From an optimization exercise on the open Yosys and OpenROAD flow, aimed at small area; shortcuts taken in it are not production practice. The RTL was checked by simulation tests, not by an equivalence proof against the original design.

===== run.sh =====
#!/bin/bash
# synth_recipe.tcl (not shown) runs the flow's synth.tcl, then flattens the netlist and writes it again
# the make line also repeats each setting of config.mk as NAME=value (left out here)
make -C /OpenROAD-flow-scripts/flow DESIGN_CONFIG=/design/flow/config.mk WORK_HOME=/design/flow/orfs CLKGATE_MAP_FILE= SYNTH_SCRIPT=/design/flow/synth_recipe.tcl finish

===== config.mk =====
export PLATFORM = sky130hd
export DESIGN_NAME = Arr4x4
export DESIGN_NICKNAME = Arr4x4
export VERILOG_FILES = /design/flow/design.v
export SDC_FILE = /design/flow/constraint.sdc
export NUM_CORES = 4
export LEC_CHECK = 0
export CAP_MARGIN = 20
export CORE_MARGIN = 2
export CORE_UTILIZATION = 40
export SLEW_MARGIN = 20

===== constraint.sdc =====
create_clock -name core_clock -period 7.5 [get_ports {clk}]
set_input_delay 1.5000 -clock core_clock [delete_from_list [all_inputs] [get_ports {clk}]]
set_output_delay 1.5000 -clock core_clock [all_outputs]
set_load 0.01 [all_outputs]

===== design.v =====
module MUX8(s,l,r,o);
input signed [7:0] l, r;
input s;
output signed [7:0] o;
reg signed [7:0] o;
always @ (*)
begin
    case(s)
        1'b0 : o = l;
        1'b1 : o = r;
    endcase
end
endmodule
module MUX16(s,l,r,o);
input signed [15:0] l, r;
input s;
output signed [15:0] o;
reg signed [15:0] o;
always @ (*)
begin
    case(s)
        1'b0 : o = l;
        1'b1 : o = r;
    endcase
end
endmodule
module MUX24(s,l,r,o);
input signed [23:0] l, r;
input s;
output signed [23:0] o;
reg signed [23:0] o;
always @ (*)
begin
    case(s)
        1'b0 : o = l;
        1'b1 : o = r;
    endcase
end
endmodule
module REG8_hold(clk,rst_n,in,out,s);
parameter N=8;
input clk,s,rst_n;
input signed [N-1:0] in;
output signed [N-1:0] out;
reg signed [N-1:0] in_wire;
reg signed [N-1:0] out;
always @ (*)
begin
    case(s)
    1'b0:in_wire <= in;
    1'b1:in_wire <= out;
    endcase
end
always @ (posedge clk or negedge rst_n)
begin
    if (!rst_n) out <= {N{1'b0}};
    else out <= in_wire;
end
endmodule
module REG24_hold(clk,rst_n,in,out,s);
parameter N=24;
input clk,s,rst_n;
input signed [N-1:0] in;
output signed [N-1:0] out;
reg signed [N-1:0] in_wire;
reg signed [N-1:0] out;
always @ (*)
begin
    case(s)
    1'b0:in_wire <= in;
    1'b1:in_wire <= out;
    endcase
end
always @ (posedge clk or negedge rst_n)
begin
    if (!rst_n) out <= {N{1'b0}};
    else out <= in_wire;
end
endmodule
module PE(Err_mac, Err_mult, w_in, a_in, c_in, c_out);
input signed [7:0] w_in, a_in;
input signed [23:0] c_in;
input Err_mac , Err_mult;
output signed [23:0] c_out;
wire signed [15:0] product;
wire signed [7:0] shift;
wire signed [15:0] acc_in;
wire signed [23:0] acc_out;
assign product = w_in * a_in;
MUX8 sft(w_in[1],{1'b0,a_in[6:0]},{a_in[6:0],1'b0},shift);
MUX16 bypass_mult(Err_mult,product,{8'h00,shift},acc_in);
MUX24 bypass_MAC(Err_mac,acc_out,c_in,c_out);
assign acc_out = c_in + acc_in;
endmodule
module PEreg(Err_mac, Err_mult, w_in, a_in, c_in, w_out, a_out, c_out, clk, rst_n, hold);
input signed [7:0] w_in, a_in;
input signed [23:0] c_in;
input Err_mac , Err_mult;
input clk;
input rst_n;
input hold;
output signed [7:0] w_out, a_out;
output signed [23:0] c_out;
wire signed [23:0] p_sum;
PE PE_no_reg(Err_mac, Err_mult, w_out, a_out, c_in, p_sum);
REG8_hold regW(clk, rst_n, w_in, w_out, hold);
REG8_hold regA(clk, rst_n, a_in, a_out, 1'b0);
REG24_hold regC(clk, rst_n, p_sum, c_out, 1'b0);
endmodule
module Arr4x4(Err_mac, Err_mult,
             w1_in, w2_in, w3_in, w4_in,
             a1_in, a2_in, a3_in, a4_in,
             w1_out, w2_out, w3_out, w4_out,
             a1_out, a2_out, a3_out, a4_out,
             c1_out, c2_out, c3_out, c4_out,
             clk, rst_n, hold);
input [7:0] w1_in, w2_in, w3_in, w4_in;
input [7:0] a1_in, a2_in, a3_in, a4_in;
input clk, rst_n, hold;
input [15:0] Err_mac, Err_mult;
output [7:0] w1_out, w2_out, w3_out, w4_out;
output [7:0] a1_out, a2_out, a3_out, a4_out;
output [23:0] c1_out, c2_out, c3_out, c4_out;
wire [7:0]  w11_out, w21_out, w31_out, w41_out,
            w12_out, w22_out, w32_out, w42_out,
            w13_out, w23_out, w33_out, w43_out,
            w14_out, w24_out, w34_out, w44_out;
wire [7:0]  a11_out, a21_out, a31_out, a41_out,
            a12_out, a22_out, a32_out, a42_out,
            a13_out, a23_out, a33_out, a43_out,
            a14_out, a24_out, a34_out, a44_out;
wire [23:0] c11_out, c21_out, c31_out, c41_out,
            c12_out, c22_out, c32_out, c42_out,
            c13_out, c23_out, c33_out, c43_out,
            c14_out, c24_out, c34_out, c44_out;
PEreg PE11( Err_mac[0],  Err_mult[0], w1_in, a1_in,   24'sh00_0000, w11_out, a11_out, c11_out, clk, rst_n, hold);
PEreg PE21( Err_mac[1],  Err_mult[1], w2_in, a11_out, 24'sh00_0000, w21_out, a21_out, c21_out, clk, rst_n, hold);
PEreg PE31( Err_mac[2],  Err_mult[2], w3_in, a21_out, 24'sh00_0000, w31_out, a31_out, c31_out, clk, rst_n, hold);
PEreg PE41( Err_mac[3],  Err_mult[3], w4_in, a31_out, 24'sh00_0000, w41_out, a41_out, c41_out, clk, rst_n, hold);
PEreg PE12( Err_mac[4],  Err_mult[4], w11_out, a2_in,   c11_out, w12_out, a12_out, c12_out, clk, rst_n, hold);
PEreg PE22( Err_mac[5],  Err_mult[5], w21_out, a12_out, c21_out, w22_out, a22_out, c22_out, clk, rst_n, hold);
PEreg PE32( Err_mac[6],  Err_mult[6], w31_out, a22_out, c31_out, w32_out, a32_out, c32_out, clk, rst_n, hold);
PEreg PE42( Err_mac[7],  Err_mult[7], w41_out, a32_out, c41_out, w42_out, a42_out, c42_out, clk, rst_n, hold);
PEreg PE13( Err_mac[8],  Err_mult[8], w12_out, a3_in,   c12_out, w13_out, a13_out, c13_out, clk, rst_n, hold);
PEreg PE23( Err_mac[9],  Err_mult[9], w22_out, a13_out, c22_out, w23_out, a23_out, c23_out, clk, rst_n, hold);
PEreg PE33(Err_mac[10], Err_mult[10], w32_out, a23_out, c32_out, w33_out, a33_out, c33_out, clk, rst_n, hold);
PEreg PE43(Err_mac[11], Err_mult[11], w42_out, a33_out, c42_out, w43_out, a43_out, c43_out, clk, rst_n, hold);
PEreg PE14(Err_mac[12], Err_mult[12], w13_out, a4_in,   c13_out, w14_out, a14_out, c14_out, clk, rst_n, hold);
PEreg PE24(Err_mac[13], Err_mult[13], w23_out, a14_out, c23_out, w24_out, a24_out, c24_out, clk, rst_n, hold);
PEreg PE34(Err_mac[14], Err_mult[14], w33_out, a24_out, c33_out, w34_out, a34_out, c34_out, clk, rst_n, hold);
PEreg PE44(Err_mac[15], Err_mult[15], w43_out, a34_out, c43_out, w44_out, a44_out, c44_out, clk, rst_n, hold);
assign c1_out = c14_out;
assign c2_out = c24_out;
assign c3_out = c34_out;
assign c4_out = c44_out;
assign w1_out = w14_out;
assign w2_out = w24_out;
assign w3_out = w34_out;
assign w4_out = w44_out;
assign a1_out = a41_out;
assign a2_out = a42_out;
assign a3_out = a43_out;
assign a4_out = a44_out;
endmodule

==> results.cfg <==
[floorplanning]
die-area_um2 = 186000
start_util = 0.403
die_h_um = 431
core_area_um2 = 181000
die_w_um = 431
ios = 259
rows = 156

[critical_path]
start_kind = register
crit_fanout = 10
rrSetupSlack_ps = 490
regToRegEndpoint = PE44.regC.out[23]$_DFF_PN0_
cpMaxStageDelayCell = fa_1
r2r-start = PE44.regW.out[4]$_DFFE_PN0N_
required_ps = 8110
cp_data_arrival_time_ps = 7630
path_class = register to register
cp-end-kind = register
r2r_cells = 28
max_stage_delay_ps = 540

[yosys]
synthTopCellsByArea = fa_1 (25%), dfrtp_1 (21%), ha_1 (12%)
synthesis.area_um2 = 72800
synth_cell_types = 81
syn-num-nets = 9596
syn_inst = 7893
synth_top_area_frac = 0.245
synth.avg_cell_area_um2 = 9.23
synth_edf_count = 0
synth_warnings = 5
synth_ff_type = dfrtp_1
synth.most_common_cell = inv_1
ys_ff_latch = 608
synth_area_leader_cell = fa_1
synth_async_sr_flop_share = 1.00
synth_commonest_cells = inv_1 (1436), fa_1 (892), ha_1 (712)
seq_area_frac_synth = 0.209

[timing]
timing.slew.headroom = 0.334
setup_viol = 0
worst_pin_slew_ps = 995
min_period_over_period = 0.935
tns_ps = 0
rsz0062_at_grt = false
hold_violations = 0
skew_ps = 37.9
drv_slew = 0
fmaxAchievable_ghz = 0.143
fin_crit_ps = 7010

[final_layout]
final_cells = 10500
syn2layout_area_growth_pct = 11.0
num-fill-cells = 17300
nets = 9774
drive_above_1_share = 0.0483
final_core_util = 0.447

[flow_run]
drv_cap = 0

[global_route]
met3_usage = 0.0182
grt_max_degree = 168
grt_pass1_wl_mm = 295
met2_usage = 0.348
grt_pass1_vias = 55500
grtUsageTotal = 0.197
busiest_layer = met2
overflow = 0
antenna_found_initial = 27
grt_use_met1 = 0.258

[detailed_routing]
ant_nets = 0
vias = 53100
drtPass1Iterations = 7
dr.first_iter.drc_count = 2724
avgViaCountPerCell = 5.05
drc = 0
drt-total-wl_mm = 179
avgRoutedWirePerCell_um = 17.0

[min_path]
hp-start = PE43.regC.out[23]$_DFF_PN0_
holdPathStages = 1
hold_class = register to register
hold_end = PE44.regC.out[23]$_DFF_PN0_

[clocking]
htreeDepth = 3
postCtsSetupBuffers = 0
cts_root_buffer = clkbuf_16
clk_pin_slew_worst_paths_ps = 60
clk_path_buf_depth = 3
hold_buffers = 0
cts_made_buffers = 79
cts_tree = done
clkLatencyLatePin_ps = 720
cts_sinks = 608

[placed_design]
port_buffers = 258
dp_hpwl_mm = 144
place.gp.congestion = 0.872
place_inst = 10400

[run_status]
status = timing/DRC/antenna clean
==> routing by layer <==
| metal | vias to the layer above | part of all wire | wire (um) |
|---|---|---|---|
| met1 | 26300 | 0.44 | 79400 |
| met3 | 225 | 0.030 | 5360 |
| met4 | 2 | 0.023 | 4090 |
| met5 | - | 0.000062 | 11 |
| met2 | 878 | 0.50 | 89700 |
| li1 | 25600 | - | - |
==> sequential cells by signal (all words and copies together), names as in the netlist, 16 cells and up <==
register and count:
PE34.regC.out 24, PE24.regC.out 24, PE32.regC.out 24, PE22.regC.out 24, PE41.regC.out 16, PE33.regC.out 24
PE31.regC.out 16, PE43.regC.out 24, PE12.regC.out 24, PE23.regC.out 24, PE11.regC.out 16, PE44.regC.out 24
PE42.regC.out 24, PE21.regC.out 16, PE13.regC.out 24, PE14.regC.out 24
==> cell type report <==
cell class | count | area (um^2) | share of cell area
Clock inverter | 48 | 661 | 0.00817
Sequential cell | 608 | 15200 | 0.188
Timing Repair Buffer | 299 | 2920 | 0.0362
Clock buffer | 99 | 2180 | 0.0270
Multi-Input combinational cell | 5643 | 51500 | 0.637
Antenna cell | 12 | 30.0 | 0.000371
Inverter | 1440 | 5410 | 0.0669
Tap cell | 2370 | 2970 | 0.0367
==> kinds of logic after synthesis <==
logic type,count (synthesis),synth area share
AO/OA/AOI/OAI,1310,0.111
AND/OR/NAND/NOR,2116,0.148
flip-flops,608,0.209
buffers and inverters,1642,0.0848
multiplexers,199,0.0302
XOR/XNOR,414,0.0498
adder cells (fa/ha/maj),1604,0.367
==> critical path, delay by kind of cell (launching register included) <==
kind            cells  cell delay (ps)
fa+ha+maj           6             2680
compound gates     12             2290
simple gates        4              730
flops               1              520
mux                 1              350
buf+inv             4              200
xor+xnor            1              160
==> stage by stage <==
step / hold WS [ps] / worst slack, ps / area, um^2
2_1_floorplan: 352 / 923 / 72800
4_1_cts: 443 / 322 / 80800
3_3_place_gp: 428 / 322 / 78000
3_5_place_dp: 431 / 356 / 78000
6_report: 440 / 487 / 80900
5_1_grt: 464 / 41.2 / 80800
==> how the worst max path moves through the flow <==
stage | cells past startpoint | slack, ps | from | to
after floorplan | 28 | 920 | PE44.regW.out[7]$_DFFE_PN0N_ | PE44.regC.out[23]$_DFF_PN0_
after global routing | 28 | 40 | PE44.regW.out[4]$_DFFE_PN0N_ | PE44.regC.out[23]$_DFF_PN0_
after global placement | 27 | 320 | PE44.regW.out[4]$_DFFE_PN0N_ | PE44.regC.out[23]$_DFF_PN0_
final | 28 | 490 | PE44.regW.out[4]$_DFFE_PN0N_ | PE44.regC.out[23]$_DFF_PN0_
after CTS | 27 | 320 | PE44.regW.out[4]$_DFFE_PN0N_ | PE44.regC.out[23]$_DFF_PN0_
after detailed placement | 27 | 360 | PE44.regW.out[2]$_DFFE_PN0N_ | PE44.regC.out[23]$_DFF_PN0_
==> layout by cell type (no fill, tap or decap), types with 18 or more instances in the layout <==
cell and instances:
inv_1 1436, fa_1 892, ha_1 712, and2_1 690, dfrtp_1 608, nand2_1 601, a21oi_1 437, nor2_1 332
o21ai_0 312, xnor2_1 289, clkdlybuf4s50_1 254, mux2_2 167, xor2_1 125, nor2b_1 119, a21o_1 105, nor3_1 101
o21bai_1 94, clkbuf_16 80, nand3_1 64, a211oi_1 63, nand2b_1 52, a31oi_1 47, o211ai_1 39, buf_4 38
mux2i_1 32, and3_1 30, o31ai_1 30, or3_1 27, o21a_1 26, o21ai_1 24, nor3b_1 20, or2_2 19
a211o_1 18
==> what timing repair did <==
| item | 4_1_cts | 5_1_grt |
|---|---|---|
| endpoints found under the hold margin | 0 | 0 |
| resized for setup | 0 | 2 |
| setup endpoints to repair | 0 | 1 |

-- static timing again, ports no longer ideal --
No port has a modelled driver above. Below, the same layout with a new extraction and two added sets of constraints. Step 1, drivers: a clkbuf_16 drives clk and a buf_2 each remaining input, both assumed. Step 2, shift: input delay + t, output delay - t, t = (earliest + latest rising clock arrival at the registers) / 2. This alone moves slack from input paths to output paths. Slacks: no drivers / after step 1 / after step 2; pairs: no drivers / after step 1.
shift t [ns]: 0.780
setup slack, ns: 0.487 / 0.487 / 0.487
worst register clock-pin slew, ns: 0.07 / 0.07
After both steps setup and hold are still met in this run. For this run, drivers alone change the setup slack by 0.000 ns; drivers and shift together by 0.000 ns.
